This design comes from an exercise in tuning for small area on the open sky130 flow, not from production work.
The RTL was checked by simulation tests, not by an equivalence proof against the original design.
Power and IR drop assume default switching activity.

==> flow/design.v (excerpt) <==
module mips_top (
		clock,
		reset,
		instr_data,
		me_ExtMemRdData,
		instr_addr,
		instr_en,
		me_ExtMemWrData,
		me_ExtMemAddr,
		me_ExtMemWrEn,
		me_ExtMemRdEn
	    );
Settings: LEC_CHECK=0, CAP_MARGIN=5, CORE_MARGIN=2, CORE_UTILIZATION=34, PLACE_DENSITY=0.55, SLEW_MARGIN=5, SYNTH_HIERARCHICAL=1; clock period 12.0 ns.
standard.sh (not shown) runs the stock make flow with config.mk's settings and CLKGATE_MAP_FILE= SYNTH_SCRIPT=/design/flow/synth_recipe.tcl, a recipe that flattens the netlist after the stock synthesis.
==> flow/flow/run.sh <==
#!/bin/bash
# Standard layout (the standard.sh) with two changes: the ports are
# buffered with the smallest buffer, and the clock tree uses larger sink
# clusters and no dummy loads.  Make's full output goes to flow_make.log;
# each ORFS step also keeps its own log under orfs/logs.
set -euo pipefail
bash standard.sh \
  BUFFER_PORTS_ARGS="-buffer_cell sky130_fd_sc_hd__buf_1" \
  CTS_ARGS="-sink_clustering_enable -repair_clock_nets -sink_clustering_size 26 -sink_clustering_max_diameter 90 -buf_list {sky130_fd_sc_hd__clkbuf_8 sky130_fd_sc_hd__clkbuf_16} -dont_use_dummy_load" \
  finish > flow_make.log 2>&1
The starting point reached the layout checks and failed them: slew limit.
Change:
Settings changed: CAP_MARGIN 5 to 20, CORE_UTILIZATION 34 to 45, PLACE_DENSITY 0.55 to 0.68, SLEW_MARGIN 5 to 20.
The changed run went through all stages and came out clean.
Combinational power is about the same.
Sequential power barely changes.
Clock power falls by about 3%.
Fmax rises by 2.2%.
Synthesized area is unchanged.
Change:
Settings changed: CORE_UTILIZATION 45 to 30, PLACE_DENSITY 0.68 to 0.5.
Outcome: The changed run ran to the end with no violations; die area grows by 49%; routed wire length grows by 15%; synthesized area is unchanged; sequential share of layout area shrinks by 1.7 points; total power grows by 3.0%; worst setup slack gets worse by 0.16 ns; critical path depth grows by 1; clock power grows by 9.3%.
Change:
Settings changed: CORE_UTILIZATION 30 to 52, PLACE_DENSITY 0.5 to 0.72.
Utilization grows by 23 points. Final area shrinks by about 3.4%. Power decreases by about 3%. Clock power goes down by 8.9%. Area after synthesis does not change. Sequential share of layout area rose by 2.0 points. Critical path depth fell by 1.
Change:
Settings changed: CORE_UTILIZATION 52 to 40, PLACE_DENSITY 0.72 to 0.62.
Effect:
- worst hold slack improves by 0.0039 ns
- synthesized cell count does not change
- global-route usage shrinks by 8.6 points
- synthesized area does not change
Change:
Settings changed: CORE_UTILIZATION 40 to 34, GPL_TIMING_DRIVEN from default to 0, PLACE_DENSITY 0.62 to 0.55.
What happened:
- routed wire length rose by 5.5%
- flip-flop and latch count does not change
- cell area rose by about 5%
- first-iteration DRC count fell by about 11%

========
Starting RTL as in the previous note.
// mips_top
module mips_top (
		clock,
		reset,
		instr_data,
		me_ExtMemRdData,
		instr_addr,
		instr_en,
		me_ExtMemWrData,
		me_ExtMemAddr,
		me_ExtMemWrEn,
		me_ExtMemRdEn
	    );
==> flow/config.mk <==
export PLATFORM = sky130hd
export DESIGN_NAME = mips_top
export DESIGN_NICKNAME = mips_top
export VERILOG_FILES = /design/flow/design.v
export SDC_FILE = /design/flow/constraint.sdc
export NUM_CORES = 4
export LEC_CHECK = 0
export CAP_MARGIN = 20
export CORE_MARGIN = 2
export CORE_UTILIZATION = 34
export PLACE_DENSITY = 0.55
export SLEW_MARGIN = 20
export SYNTH_HIERARCHICAL = 1
==> flow/constraint.sdc <==
create_clock -name core_clock -period 12.0 [get_ports {clock}]
set_input_delay 2.4000 -clock core_clock [delete_from_list [all_inputs] [get_ports {clock}]]
set_output_delay 2.4000 -clock core_clock [all_outputs]
set_load 0.01 [all_outputs]
Scripts as last shown in full above: flow/flow/run.sh
Next try:
--- a/flow/flow/run.sh
+++ b/flow/flow/run.sh
@@ -8,3 +8,3 @@
   BUFFER_PORTS_ARGS="-buffer_cell sky130_fd_sc_hd__buf_1" \
-  CTS_ARGS="-sink_clustering_enable -repair_clock_nets -sink_clustering_size 26 -sink_clustering_max_diameter 90 -buf_list {sky130_fd_sc_hd__clkbuf_8 sky130_fd_sc_hd__clkbuf_16} -dont_use_dummy_load" \
+  CTS_ARGS="-sink_clustering_enable -repair_clock_nets -sink_clustering_size 28 -sink_clustering_max_diameter 90 -buf_list {sky130_fd_sc_hd__clkbuf_8 sky130_fd_sc_hd__clkbuf_16} -dont_use_dummy_load" \
   finish > flow_make.log 2>&1
--- a/flow/config.mk
+++ b/flow/config.mk
@@ -7,7 +7,7 @@
 export LEC_CHECK = 0
-export CAP_MARGIN = 20
+export CAP_MARGIN = 12
 export CORE_MARGIN = 2
-export CORE_UTILIZATION = 34
-export PLACE_DENSITY = 0.55
-export SLEW_MARGIN = 20
+export CORE_UTILIZATION = 32
+export PLACE_DENSITY = 0.5
+export SLEW_MARGIN = 12
 export SYNTH_HIERARCHICAL = 1
What happened:
- worst hold slack gets better by 33 ps
- sequential share of layout area came out lower by 0.29 points
- combinational power stays flat
- area after synthesis is unchanged
- wire length came out higher by 4.2%
- clock power barely changes

separate check: timing with driven ports:
The results above use ideal ports. As a check the final layouts listed here were re-extracted and re-timed, cells and wires unchanged.
Step 1 sets driving cells, clkbuf_16 on the clock port and buf_2 on the other inputs (assumed; they add their load-dependent delay and slew).
Step 2 adds t to the input delays and takes it off the output delays; t is the mean of the earliest and latest rising clock arrival at the registers after step 1. Input paths then give back, and output paths get back, about the clock's delay inside the block.
Slacks: ideal ports / drivers / drivers and shift; pairs: ideal ports / drivers.
| run | t (ns) | setup WS [ns] | hold slack, ns | worst setup path at the end | worst register clock-pin slew, ns |
|---|---|---|---|---|---|
| the first run of note 1 | 0.800 | 1.029 / 1.093 / 0.292 | 0.392 / 0.392 / 0.392 | input to register | 0.11 / 0.11 |
| the second run of note 1 | 0.782 | 1.264 / 1.321 / 0.538 | 0.401 / 0.401 / 0.401 | input to register | 0.11 / 0.11 |
| the third run of note 1 | 0.762 | 1.100 / 1.161 / 0.398 | 0.402 / 0.402 / 0.402 | input to register | 0.11 / 0.11 |
| the fourth run of note 1 | 0.782 | 1.132 / 1.185 / 0.402 | 0.404 / 0.404 / 0.404 | input to register | 0.11 / 0.11 |
| the fifth run of note 1 | 0.775 | 0.949 / 0.987 / 0.212 | 0.408 / 0.408 / 0.408 | input to register | 0.11 / 0.11 |
| the sixth run of note 1 | 0.787 | 0.828 / 0.892 / 0.104 | 0.312 / 0.312 / 0.312 | input to register | 0.12 / 0.12 |
| the first run of note 2 | 0.772 | 1.012 / 1.064 / 0.292 | 0.381 / 0.381 / 0.381 | input to register | 0.11 / 0.11 |
| the second run of note 2 | 0.787 | 0.815 / 0.883 / 0.096 | 0.414 / 0.414 / 0.414 | input to register | 0.12 / 0.12 |
